Source: an optimization exercise on an open RTL-to-GDS flow (aim: small area). Production flows keep margins and buffers that such runs may drop.
Where RTL was checked, it was by simulation tests only, not by an equivalence proof against the original.
The clock input has no modelled driver; a real chip could not lean on it and would need a root buffer or a full tree.
Power and IR drop assume default switching activity.

alpha:
==> flow/design.v (excerpt) <==
module main (
    input  clk,
    input  rst,
    input  rx,
    output tx,
    output busy
);
    reg        mode;       
    reg  [4:0] cnt;        
    reg  [3:0] k;          
    reg        txr;        
    reg  [1:0] ph;         
    reg        pend;       
    reg  [7:0] r;          
    reg  [7:0] f0 [0:3];   
    reg  [7:0] f1 [0:3];
    reg  [7:0] f2 [0:3];
    reg  [7:0] f3 [0:3];   
    assign tx   = txr;
    assign busy = mode;
    wire last   = (k == 4'd15);
    wire c19    = (cnt == 5'd19);
    wire sample = !mode && cnt[0] && cnt != 5'd1 && !c19;
    wire commit = !mode && c19 && rx;
    wire shreq  = mode ? (cnt == 5'd18) : ((commit && !last) || pend);
    wire shift  = shreq && ph == 2'd0;
    wire [7:0] a_op = ph[1] ? f1[0] : f3[0];      
    wire [7:0] b_op = {f3[2][7], f1[2][6], f3[2][5], f1[2][4],
                       f3[2][3], f1[2][2], f3[2][1], f1[2][0]};
    wire       bj   = !cnt[4] && !cnt[3] && b_op[cnt[2:0]];
    wire [8:0] sum  = {1'b0, r} + (bj ? {1'b0, a_op} : 9'd0);
    wire       bitend = !ph[0];                   
    wire       dstep  = mode && bitend && !cnt[4];    
    integer m;
    always @(posedge clk) begin
        if (sample) r <= {rx, r[7:1]};
        else if (mode && c19) r <= 8'd0;
        else if (dstep) r <= sum[8:1];
        for (m = 0; m < 4; m = m + 1) begin
            f0[m] <= shift ? (m == 3 ? r : f3[m+1]) : f3[m];
            f1[m] <= f0[m];
            f2[m] <= f1[m];
            f3[m] <= f2[m];
        end
    end
    always @(posedge clk or posedge rst) begin
        if (rst) begin
            ph   <= 2'd0;
            pend <= 1'b0;
        end else begin
            ph   <= shift ? 2'd0 : ph + 2'd1;
            pend <= !mode && ((commit && !last) || pend) && !shift;
        end
    end
    always @(posedge clk or posedge rst) begin
        if (rst) begin
            mode <= 1'b0;
            cnt  <= 5'd0;
  ...
Size in the first run: ~5 I/O pins, ~4100 um2 of cells after synthesis.
==> flow/config.mk <==
export PLATFORM = sky130hd
export DESIGN_NAME = main
export DESIGN_NICKNAME = main
export VERILOG_FILES = /design/flow/design.v
export SDC_FILE = /design/flow/constraint.sdc
export NUM_CORES = 4
export LEC_CHECK = 0
export CAP_MARGIN = 20
export CORE_MARGIN = 2
export CORE_UTILIZATION = 80
export GPL_TIMING_DRIVEN = 0
export SLEW_MARGIN = 20
==> flow/constraint.sdc <==
create_clock -name core_clock -period 6.0 [get_ports {clk}]
set_input_delay 1.2000 -clock core_clock [delete_from_list [all_inputs] [get_ports {clk}]]
set_output_delay 1.2000 -clock core_clock [all_outputs]
set_load 0.01 [all_outputs]
standard.sh (not shown) runs the stock make flow with config.mk's settings and CLKGATE_MAP_FILE= SYNTH_SCRIPT=/design/flow/synth_recipe.tcl, a recipe that flattens the netlist after the stock synthesis.
==> flow/flow/run.sh <==
#!/bin/bash
# Layout flow: the standard synthesis; its combinational logic mapped again
# for area (register cells kept as the standard synthesis made them, same
# names and cells); then the standard layout steps, with a hand-built clock
# tree, small port buffers and no oversized repair buffers.
set -euo pipefail
W=$(pwd)
R=$W/orfs/results/$FLOW_PLATFORM/main/base
LIB=$FLOW_HOME/platforms/$FLOW_PLATFORM/lib/sky130_fd_sc_hd__tt_025C_1v80.lib

bash standard.sh synth > $W/synth.log 2>&1

cp $R/1_2_yosys.v $W/synth_standard.v
DU=$(sed -n '/DONT_USE_CELLS += /,/^#/p' $FLOW_HOME/platforms/$FLOW_PLATFORM/config.mk \
     | grep -oE "sky130_fd_sc_hd__[a-z0-9_]+" | sed 's/^/-dont_use /' | tr '\n' ' ')
sed -e "s#@LIB@#$LIB#g" -e "s#@DU@#$DU#g" -e "s#@IN@#$W/synth_standard.v#g" \
    -e "s#@OUT@#$W/synth_remap.v#g" -e "s#@STAT@#$W/remap_stat.txt#g" \
    flow/remap.ys > $W/remap_run.ys
yosys -s $W/remap_run.ys > $W/remap.log 2>&1
cp $W/synth_remap.v $R/1_2_yosys.v

export PRE_CTS_TCL=$W/flow/cts_pre.tcl
export PRE_FLOORPLAN_TCL=$W/flow/dont_use.tcl
export PRE_GLOBAL_PLACE_TCL=$W/flow/dont_use.tcl
export PRE_RESIZE_TCL=$W/flow/dont_use.tcl
export PRE_GLOBAL_ROUTE_TCL=$W/flow/dont_use.tcl
export BUFFER_PORTS_ARGS="-buffer_cell sky130_fd_sc_hd__buf_1"
bash standard.sh > $W/layout.log 2>&1
==> flow/flow/cts_pre.tcl <==
# Runs before ORFS's clock tree step: builds the clock tree by hand and makes
# the step's own tree builder (and its clock-inverter cloning) a no-op. The
# clock port drives one root inverter, which drives one leaf inverter per
# equal-sized group of registers (8 groups), so every register sees the
# clock inverted twice.
source [file join [file dirname [info script]] mcts.tcl]
mcts_build2 3 sky130_fd_sc_hd__inv_8 sky130_fd_sc_hd__inv_6
proc repair_clock_inverters {args} { puts "clock inverters left as built by cts_pre.tcl" }
proc clock_tree_synthesis {args} { puts "clock tree built by cts_pre.tcl" }
==> flow/flow/remap.ys <==
# Map the standard synthesis's combinational cells again, for area. Register
# cells (and tie cells) stay black boxes, so they keep their names and cells.
read_liberty -ignore_miss_func @LIB@
blackbox sky130_fd_sc_hd__df* sky130_fd_sc_hd__edf* sky130_fd_sc_hd__sdf* sky130_fd_sc_hd__sedf* sky130_fd_sc_hd__dl* sky130_fd_sc_hd__conb_1
read_verilog @IN@
hierarchy -top main
rename -hide c:_*
flatten
hierarchy -top main
opt -purge
abc -liberty @LIB@ -script +strash;&get,-n;&deepsyn,-T,150;&put;dch,-f,-C,10000;amap,-F,20,-A,100 @DU@
opt_clean -purge
tee -o @STAT@ stat -liberty @LIB@
write_verilog -noattr @OUT@
Other scripts of this flow, unchanged in this note and not shown: flow/flow/dont_use.tcl, flow/flow/mcts.tcl
Changes in beta relative to alpha:
==> flow/flow/cts_pre.tcl <==
# Runs before ORFS's clock tree step: builds the clock tree by hand and makes
# the step's own tree builder (and its clock-inverter cloning) a no-op. The
# clock port drives one root inverter, which drives one leaf inverter per
# equal-sized group of registers (8 groups), so every register sees the
# clock inverted twice.
source [file join [file dirname [info script]] mcts.tcl]
mcts_build2 3 sky130_fd_sc_hd__inv_6 sky130_fd_sc_hd__inv_8
proc repair_clock_inverters {args} { puts "clock inverters left as built by cts_pre.tcl" }
proc clock_tree_synthesis {args} { puts "clock tree built by cts_pre.tcl" }
==> comparison <==
Met3 wirelength from detailed routing: beta lower than alpha
Min routed wire length across beta and alpha: beta
Comparing the two runs side by side, beta comes out ahead of alpha on final worst-path setup slack.
The number of inserted filler cells in the final layout reported for beta is greater than that of alpha by 2.
Modified inputs, gamma compared to beta
==> flow/flow/cts_pre.tcl <==
# Runs before ORFS's clock tree step: builds the clock tree by hand and makes
# the step's own tree builder (and its clock-inverter cloning) a no-op. The
# clock port drives one root inverter, which drives one leaf inverter per
# equal-sized group of registers (8 groups), so every register sees the
# clock inverted twice.
source [file join [file dirname [info script]] mcts.tcl]
mcts_build2 3 sky130_fd_sc_hd__inv_8 sky130_fd_sc_hd__inv_6
proc repair_clock_inverters {args} { puts "clock inverters left as built by cts_pre.tcl" }
proc clock_tree_synthesis {args} { puts "clock tree built by cts_pre.tcl" }
-- flow/flow/remap.ys --
<<< beta, line 9
hierarchy -top main
opt -purge
abc -liberty @LIB@ -script +strash;&get,-n;&deepsyn,-T,150;&put;dch,-f,-C,10000;amap,-F,20,-A,100 @DU@
opt_clean -purge
tee -o @STAT@ stat -liberty @LIB@
>>> gamma, line 9
hierarchy -top main
opt -purge
abc -liberty @LIB@ -script +strash;dch,-f,-C,10000;amap,-F,20,-A,100 @DU@
opt_clean -purge
tee -o @STAT@ stat -liberty @LIB@
==> notes.md <==
Critical path depth ended up 10 lower on gamma than on beta. gamma ends up with a synthesized area that is 86 um2 higher than in beta. Share of the final layout cell area in sequential cells: gamma vs beta down 1.6 points. gamma vs beta: portion of the clock cycle consumed by the worst path in the final layout down. Diff beta and gamma: CTS clock-pin slew for the worst setup and hold paths lower in gamma. Compared to beta, gamma shows a wider setup margin. Looking only at shortest period the worst path allows, and setting everything else aside, the higher value of beta and gamma goes to beta. [gamma vs beta] reg2reg setup slack: higher in gamma.
Inputs modified between gamma and delta:
- a change of CORE_UTILIZATION from 80 to 65
==> flow/flow/cts_pre.tcl <==
# Runs before ORFS's clock tree step: builds the clock tree by hand and makes
# the step's own tree builder (and its clock-inverter cloning) a no-op. The
# clock port drives one root inverter, which drives one leaf inverter per
# equal-sized group of registers (16 groups), so every register sees the
# clock inverted twice.
source [file join [file dirname [info script]] mcts.tcl]
mcts_build2 4 sky130_fd_sc_hd__inv_4 sky130_fd_sc_hd__inv_8
proc repair_clock_inverters {args} { puts "clock inverters left as built by cts_pre.tcl" }
proc clock_tree_synthesis {args} { puts "clock tree built by cts_pre.tcl" }
Results
First-pass GRT wire length ended up about 19% lower on delta than on gamma.
Against gamma, delta comes in 15 ps lower on pre-CTS worst setup slack.
Taking delta over gamma, the weighted congestion at the end of routability-driven global placement ratio works out to 0.845.
[inputs] epsilon vs delta
- changing CORE_UTILIZATION from 65 to 85
==> flow/flow/cts_pre.tcl <==
# Runs before ORFS's clock tree step: builds the clock tree by hand and makes
# the step's own tree builder (and its clock-inverter cloning) a no-op. The
# clock port drives one root inverter, which drives one leaf inverter per
# equal-sized group of registers (8 groups), so every register sees the
# clock inverted twice.
source [file join [file dirname [info script]] mcts.tcl]
mcts_build2 3 sky130_fd_sc_hd__inv_8 sky130_fd_sc_hd__inv_6
proc repair_clock_inverters {args} { puts "clock inverters left as built by cts_pre.tcl" }
proc clock_tree_synthesis {args} { puts "clock tree built by cts_pre.tcl" }
-- flow/flow/remap.ys --
<<< delta, line 9
hierarchy -top main
opt -purge
abc -liberty @LIB@ -script +strash;dch,-f,-C,10000;amap,-F,20,-A,100 @DU@
opt_clean -purge
tee -o @STAT@ stat -liberty @LIB@
>>> epsilon, line 9
hierarchy -top main
opt -purge
abc -liberty @LIB@ -script +strash;&get,-n;&deepsyn,-T,300;&put;dch,-f,-C,10000;amap,-F,20,-A,100 @DU@
opt_clean -purge
tee -o @STAT@ stat -liberty @LIB@
### Flow results
Summary of epsilon over delta: detailed route wirelength on metal2 increased by 1800 um relative to the old numbers; met3 layer wire length in the routed design increased 170 um; worst-case vdd ir drop has increased; critical path depth up 3.
The data arrival time of the worst path number comes out lower for delta vs epsilon.
delta has higher placed instance count than epsilon.
Comparing epsilon and delta, the lower count of mapped cells out of synthesis is on epsilon.
Against delta, epsilon comes in about 2% higher on areal power density over the cells.
In the tables for epsilon and delta, cell area after synthesis reads higher with delta.
In the tables for epsilon and delta, proportion of cell area occupied by registers reads lower with delta.
No run of this note takes its clock network from TritonCTS; it comes from the design's own scripts or RTL.

---

Another version of the RTL of main (not shown whole).
Size in the first run: about 5 I/O pins, ~0.0048 mm² of cells after synthesis.
clock: 6.0 ns
lec_check: 0
cap_margin: 20
core_margin: 2
core_utilization: 60
cts_buf_list: sky130_fd_sc_hd__clkbuf_8
slew_margin: 20
==> flow/flow/run.sh <==
#!/bin/bash
# Layout flow: the standard synthesis, then its combinational logic mapped
# again for area (registers kept as the standard synthesis made them, same
# names and cells), then the standard layout steps from floorplan on.
set -euo pipefail
W=$(pwd)
R=$W/orfs/results/$FLOW_PLATFORM/main/base
LIB=$FLOW_HOME/platforms/$FLOW_PLATFORM/lib/sky130_fd_sc_hd__tt_025C_1v80.lib

bash standard.sh synth > $W/synth.log 2>&1

cp $R/1_2_yosys.v $W/synth_standard.v
DU=$(sed -n '/DONT_USE_CELLS += /,/^#/p' $FLOW_HOME/platforms/$FLOW_PLATFORM/config.mk \
     | grep -oE "sky130_fd_sc_hd__[a-z0-9_]+" | sed 's/^/-dont_use /' | tr '\n' ' ')
sed -e "s#@LIB@#$LIB#g" -e "s#@DU@#$DU#g" -e "s#@IN@#$W/synth_standard.v#g" \
    -e "s#@OUT@#$W/synth_remap.v#g" -e "s#@STAT@#$W/remap_stat.txt#g" \
    flow/remap.ys > $W/remap_run.ys
yosys -s $W/remap_run.ys > $W/remap.log 2>&1
cp $W/synth_remap.v $R/1_2_yosys.v

bash standard.sh > $W/layout.log 2>&1
==> flow/flow/remap.ys <==
# Map the standard synthesis's combinational cells again, for area. Register
# cells (and tie cells) stay black boxes, so they keep their names and cells.
read_liberty -ignore_miss_func @LIB@
blackbox sky130_fd_sc_hd__df* sky130_fd_sc_hd__edf* sky130_fd_sc_hd__sdf* sky130_fd_sc_hd__sedf* sky130_fd_sc_hd__dl* sky130_fd_sc_hd__conb_1
read_verilog @IN@
hierarchy -top main
rename -hide c:_*
flatten
hierarchy -top main
opt -purge
abc -liberty @LIB@ @DU@
opt_clean -purge
tee -o @STAT@ stat -liberty @LIB@
write_verilog -noattr @OUT@
Next try:
--- a/flow/flow/run.sh
+++ b/flow/flow/run.sh
@@ -19,3 +19,7 @@
 cp $W/synth_remap.v $R/1_2_yosys.v
 
+# layout: no dummy clock loads, small port buffers, no oversized repair buffers
+export CTS_ARGS="-sink_clustering_enable -repair_clock_nets -dont_use_dummy_load -buf_list sky130_fd_sc_hd__clkbuf_8"
+export BUFFER_PORTS_ARGS="-buffer_cell sky130_fd_sc_hd__buf_1"
+export DONT_USE_CELLS="sky130_fd_sc_hd__buf_16 sky130_fd_sc_hd__buf_12 sky130_fd_sc_hd__bufbuf_16 sky130_fd_sc_hd__bufbuf_8 sky130_fd_sc_hd__bufinv_16 sky130_fd_sc_hd__bufinv_8 sky130_fd_sc_hd__inv_16 sky130_fd_sc_hd__inv_12"
 bash standard.sh > $W/layout.log 2>&1
CTS_BUF_LIST = not set   (was sky130_fd_sc_hd__clkbuf_8)
GPL_TIMING_DRIVEN = 0   (was not set)
The changed run completed without violations. Wire length came out lower by 3.3%. Non-clock buffer count came out higher by 1. Core utilization came out lower by 2.4 points. Flip-flop and latch count does not change. Final cell count came out lower by 2.7%. Global-route usage came out lower by 0.50 points. Hold slack gets worse by 24 ps. Final area came out lower by 3.4%. Clock-buffer cell count does not change. Setup slack gets worse by 430 ps. First-iteration DRC count came out higher by 88%.
Function was not checked in any run of this note: the RTL went through the layout flow alone.

---

amber:
Another version of the RTL of main (not shown whole).
Size: ~160 flip-flops, about 5 I/O pins, about 5200 sq um of cells after synthesis.
Settings: LEC_CHECK=0, CAP_MARGIN=20, CORE_MARGIN=2, CORE_UTILIZATION=60, CTS_BUF_LIST=sky130_fd_sc_hd__clkbuf_4 sky130_fd_sc_hd__clkbuf_8, SLEW_MARGIN=20; clock period 6.0 ns.
run.sh (not shown) runs the stock make flow with config.mk's settings and CLKGATE_MAP_FILE= SYNTH_SCRIPT=/design/flow/synth_recipe.tcl, a recipe that flattens the netlist after the stock synthesis.
Stock flow here: none of the scripts above is used.
Both conditions hold for amber: the flow ran to the end and the final layout passed the timing, DRC and antenna checks.
Setup changes, amber to willow
Settings: CORE_UTILIZATION now 40, was 60; CTS_BUF_LIST now sky130_fd_sc_hd__clkbuf_8, was sky130_fd_sc_hd__clkbuf_4 sky130_fd_sc_hd__clkbuf_8.
[summary]
- Note that the worst supply voltage drop on vdd recorded for willow amounts to 1.16 times the value seen in amber.
- [willow vs amber] final area: higher in willow
- willow vs amber, internal power went up by about 4%.
- willow against amber: static leakage was more or less identical; worst setup slack went up by 13 ps.
- willow — met3 routing resource usage after global routing 2.1 points lower, amber as reference
- The clock network area share on willow is in line with that on amber.
- amber -> willow: cell count increased by more than 10%
No run of this note included a check of the RTL's function; only the layout flow was run.

---

Starting RTL as in the previous note.
Design main, start of the top module:
module main (
    input  clk,
    input  rst,
    input  rx,
    output tx,
    output busy
);
Settings: LEC_CHECK=0, CAP_MARGIN=20, CORE_MARGIN=2, CORE_UTILIZATION=60, CTS_BUF_LIST=sky130_fd_sc_hd__clkbuf_8, CTS_CLUSTER_DIAMETER=60, CTS_CLUSTER_SIZE=25, SLEW_MARGIN=20; clock period 6.0 ns.
The starting point ran to the end with no violations.
Rerun with:
--- a/flow/config.mk
+++ b/flow/config.mk
@@ -11,3 +11,3 @@
-export CTS_BUF_LIST = sky130_fd_sc_hd__clkbuf_8
-export CTS_CLUSTER_DIAMETER = 60
-export CTS_CLUSTER_SIZE = 25
+export CTS_BUF_LIST = sky130_fd_sc_hd__clkbuf_16
+export CTS_CLUSTER_DIAMETER = 100
+export CTS_CLUSTER_SIZE = 50
Result: Worst setup slack improves by 0.0065 ns; via count rises slightly; register-to-register slack barely changes; core utilization rises by 2.2 points; wire length rises by a few percent.
Function was not checked in any run of this note: the RTL went through the layout flow alone.

afterwards: timing with drivers on the ports:
No port has a modelled driver above. Below, the same layouts with a new extraction and two added sets of constraints.
Step 1 (the two cells are an assumption about what drives the block):
set clk [get_ports {clk}]
set_driving_cell -lib_cell sky130_fd_sc_hd__clkbuf_16 $clk
set_driving_cell -lib_cell sky130_fd_sc_hd__buf_2 [delete_from_list [all_inputs] $clk]
Step 2 also shifts input and output timing later by t, the mid clock arrival at the registers, as if the neighbouring blocks saw the same clock.
Slacks: ideal / step 1 / step 2; pairs: ideal / step 1.
run	shift t [ns]	slack for setup (ns)	hold slack, ns	worst setup path after step 2	worst data-port slew with drivers (ns)
alpha	0.276	0.495 / 0.495 / 0.495	0.326 / 0.326 / 0.326	register to register	0.03
beta	0.238	0.516 / 0.516 / 0.516	0.328 / 0.328 / 0.328	register to register	0.03
gamma	0.281	1.742 / 1.742 / 1.742	0.321 / 0.321 / 0.321	register to register	0.03
delta	0.254	1.848 / 1.848 / 1.848	0.319 / 0.319 / 0.319	register to register	0.03
epsilon	0.281	0.666 / 0.666 / 0.666	0.331 / 0.331 / 0.331	register to register	0.03
the first run of note 2	0.461	2.234 / 2.234 / 2.234	0.323 / 0.323 / 0.323	register to register	0.03
the second run of note 2	0.442	1.801 / 1.801 / 1.801	0.299 / 0.299 / 0.299	register to register	0.03
amber	0.460	2.197 / 2.197 / 2.197	0.318 / 0.318 / 0.318	register to register	0.03
willow	0.459	2.210 / 2.210 / 2.210	0.323 / 0.323 / 0.323	register to register	0.03
the first run of note 4	0.460	2.197 / 2.197 / 2.197	0.318 / 0.318 / 0.318	register to register	0.03
the second run of note 4	0.445	2.203 / 2.203 / 2.203	0.320 / 0.320 / 0.320	register to register	0.03
After both steps setup and hold are still met in every run listed.
